This is an optimization exercise on Yosys and OpenROAD, whose aim is small area, a short achievable clock period and few clock cycles, not a production implementation. RTL that was checked went through simulation tests only; none was proved equivalent to the original.

==> run a: inputs <==
## SNN
module SNN(
	clk,
	rst_n,
	in_valid,
	img,
	ker,
	weight,
	out_valid,
	out_data
);
input clk;
input rst_n;
input in_valid;
input [7:0] img;
input [7:0] ker;
input [7:0] weight;
output reg out_valid;
output reg [9:0] out_data;
integer i;
reg [2:0] col, row;
reg       im;
always @(posedge clk or negedge rst_n) begin
	if(!rst_n) begin
		col <= 0; row <= 0; im <= 0;
	end
	else if(in_valid) begin
		if(col == 5) begin
			col <= 0;
			if(row == 5) begin
				row <= 0;
				im  <= ~im;
			end
			else row <= row + 1;
		end
		else col <= col + 1;
	end
end
reg [7:0] px;
reg       v1;
reg [2:0] col1, row1;
reg       im1;
always @(posedge clk) begin
	px <= img;
	col1 <= col;
	row1 <= row;
	im1 <= im;
end
always @(posedge clk or negedge rst_n) begin
	if(!rst_n) v1 <= 0;
	else v1 <= in_valid;
end
reg [7:0] ker1, wt1;
always @(posedge clk) begin
	ker1 <= ker;
	wt1 <= weight;
end
wire [3:0] kpos = row1[0] ? col1 + 6 : {1'b0, col1};
wire kload = v1 && !im1 && row1[2:1] == 0;
reg [7:0] k [0:8];
reg [7:0] w [0:3];
always @(posedge clk) begin
	for(i = 0; i < 9; i = i + 1)
		if(kload && kpos == i) k[i] <= ker1;
	for(i = 0; i < 4; i = i + 1)
		if(kload && kpos == i) w[i] <= wt1;
end
reg [7:0] lb [0:11];
always @(posedge clk) begin
	lb[0] <= px;
	for(i = 1; i < 12; i = i + 1) lb[i] <= lb[i-1];
end
wire [7:0] pt = lb[11];
wire [7:0] pm = lb[5];
wire [7:0] pb = px;
wire [7:0] k0 = k[0], k1 = k[1], k2 = k[2], k3 = k[3], k4 = k[4],
           k5 = k[5], k6 = k[6], k7 = k[7], k8 = k[8];
reg        fa_a, fa_b, fa_cd, fb_cd;
reg  [7:0] q3;
reg  [7:0] mx [0:1];
wire [7:0] nt = lb[10];
wire [7:0] nm = lb[4];
reg  [7:0] ua, um, kw0, kw1;
reg  [7:0] pbm, kw6, kw7;
reg  [16:0] tm0a, tm0b, tm1a, tm1b, tm2a, tm2b;
wire [16:0] tm0a_n, tm0b_n, tm1a_n, tm1b_n, tm2a_n, tm2b_n;
reg [17:0] s1;
  ...
clock: 15.0 ns
lec_check: 0
cap_margin: 20
core_margin: 2
core_utilization: 40
slew_margin: 20
run.sh (not shown) runs the stock make flow with config.mk's settings and CLKGATE_MAP_FILE= SYNTH_SCRIPT=/design/flow/synth_recipe.tcl, a recipe that flattens the netlist after the stock synthesis.
==> run b (differences from run a) <==
--- a/flow/design.v
+++ b/flow/design.v
@@ -15,42 +15,37 @@
 input [7:0] ker;
 input [7:0] weight;
 output reg out_valid;
 output reg [9:0] out_data;
 integer i;
-reg [2:0] col, row;
-reg       im;
-always @(posedge clk or negedge rst_n) begin
-	if(!rst_n) begin
-		col <= 0; row <= 0; im <= 0;
-	end
-	else if(in_valid) begin
-		if(col == 5) begin
-			col <= 0;
-			if(row == 5) begin
-				row <= 0;
-				im  <= ~im;
-			end
-			else row <= row + 1;
-		end
-		else col <= col + 1;
-	end
-end
 reg [7:0] px;
 reg       v1;
 reg [2:0] col1, row1;
 reg       im1;
 always @(posedge clk) begin
 	px <= img;
-	col1 <= col;
-	row1 <= row;
-	im1 <= im;
 end
 always @(posedge clk or negedge rst_n) begin
 	if(!rst_n) v1 <= 0;
 	else v1 <= in_valid;
 end
+always @(posedge clk or negedge rst_n) begin
+	if(!rst_n) begin
+		col1 <= 0; row1 <= 0; im1 <= 0;
+	end
+	else if(v1) begin
+		if(col1 == 5) begin
+			col1 <= 0;
+			if(row1 == 5) begin
+				row1 <= 0;
+				im1  <= ~im1;
+			end
+			else row1 <= row1 + 1;
+		end
+		else col1 <= col1 + 1;
+	end
+end
 reg [7:0] ker1, wt1;
 always @(posedge clk) begin
 	ker1 <= ker;
 	wt1 <= weight;
 end
--- a/flow/config.mk
+++ b/flow/config.mk
@@ -5,7 +5,8 @@
 export SDC_FILE = /design/flow/constraint.sdc
 export NUM_CORES = 4
 export LEC_CHECK = 0
 export CAP_MARGIN = 20
 export CORE_MARGIN = 2
-export CORE_UTILIZATION = 40
+export CORE_UTILIZATION = 65
+export CTS_BUF_LIST = sky130_fd_sc_hd__clkbuf_4 sky130_fd_sc_hd__clkbuf_8
 export SLEW_MARGIN = 20
==> run c (differences from run a) <==
--- a/flow/design.v
+++ b/flow/design.v
@@ -15,42 +15,37 @@
 input [7:0] ker;
 input [7:0] weight;
 output reg out_valid;
 output reg [9:0] out_data;
 integer i;
-reg [2:0] col, row;
-reg       im;
-always @(posedge clk or negedge rst_n) begin
-	if(!rst_n) begin
-		col <= 0; row <= 0; im <= 0;
-	end
-	else if(in_valid) begin
-		if(col == 5) begin
-			col <= 0;
-			if(row == 5) begin
-				row <= 0;
-				im  <= ~im;
-			end
-			else row <= row + 1;
-		end
-		else col <= col + 1;
-	end
-end
 reg [7:0] px;
 reg       v1;
 reg [2:0] col1, row1;
 reg       im1;
 always @(posedge clk) begin
 	px <= img;
-	col1 <= col;
-	row1 <= row;
-	im1 <= im;
 end
 always @(posedge clk or negedge rst_n) begin
 	if(!rst_n) v1 <= 0;
 	else v1 <= in_valid;
 end
+always @(posedge clk or negedge rst_n) begin
+	if(!rst_n) begin
+		col1 <= 0; row1 <= 0; im1 <= 0;
+	end
+	else if(v1) begin
+		if(col1 == 5) begin
+			col1 <= 0;
+			if(row1 == 5) begin
+				row1 <= 0;
+				im1  <= ~im1;
+			end
+			else row1 <= row1 + 1;
+		end
+		else col1 <= col1 + 1;
+	end
+end
 reg [7:0] ker1, wt1;
 always @(posedge clk) begin
 	ker1 <= ker;
 	wt1 <= weight;
 end
==> comparison table <==
item                                                                       run b                    run c                    run a
Fraction of area in registers                                             31.04%                   30.43%                   30.79%
Post-synth design cell area                                          39340 sq um              39340 sq um              39340 sq um
Adder and majority gate portion of the synthesized area                   38.43%                   38.43%                   38.35%
Final antenna diode count                                                      1                        1                        2
Register area                                                        13280 sq um              13280 sq um              13420 sq um
Vertical die dimension                                                  250.0 um                 317.6 um                 317.6 um
Fraction of layout cells with a size suffix above 1                       6.289%                   4.824%                   5.298%
Routability-driven placement congestion ratio                             0.9324                   0.8753                   0.8237
Run status                                               complete, no violations  complete, no violations  complete, no violations
Critical path required time                                             15.62 ns                 15.54 ns                 15.52 ns
Multi-input gate area                                                23140 sq um              23140 sq um              23020 sq um
Rel. slew slack                                                           21.74%                   36.31%                   28.72%
Testbench counts of run b, summed over its fixed seeds: cycles 24,648.
Testbench counts of run c, summed over its fixed seeds: cycles 24,648.
Only the layout flow was run in run a; the RTL was not checked for function there.

-- separate check: timing with driven ports --
Ports are ideal in the flow. The routed layouts listed here were re-timed in OpenROAD. Step 1 (the two cells are an assumption about what drives the block):
set clk [get_ports {clk}]
set_driving_cell -lib_cell sky130_fd_sc_hd__clkbuf_16 $clk
set_driving_cell -lib_cell sky130_fd_sc_hd__buf_2 [delete_from_list [all_inputs] $clk]
Step 2 times the ports against the registers' clock, not the clock port: input delays grow and output delays shrink by t, the midpoint of the rising clock arrivals with the driver on. Three values: ideal ports, drivers, drivers and shift; two values: the first two.
run | t, ns | setup WS [ns] | worst hold slack (ns)
run a | 0.716 | 9.535 / 9.535 / 9.535 | 0.318 / 0.318 / 0.318
run b | 0.764 | 9.572 / 9.572 / 9.572 | 0.319 / 0.319 / 0.319
run c | 0.695 | 9.669 / 9.669 / 9.669 | 0.320 / 0.320 / 0.320
After both steps setup and hold are still met in every run listed.
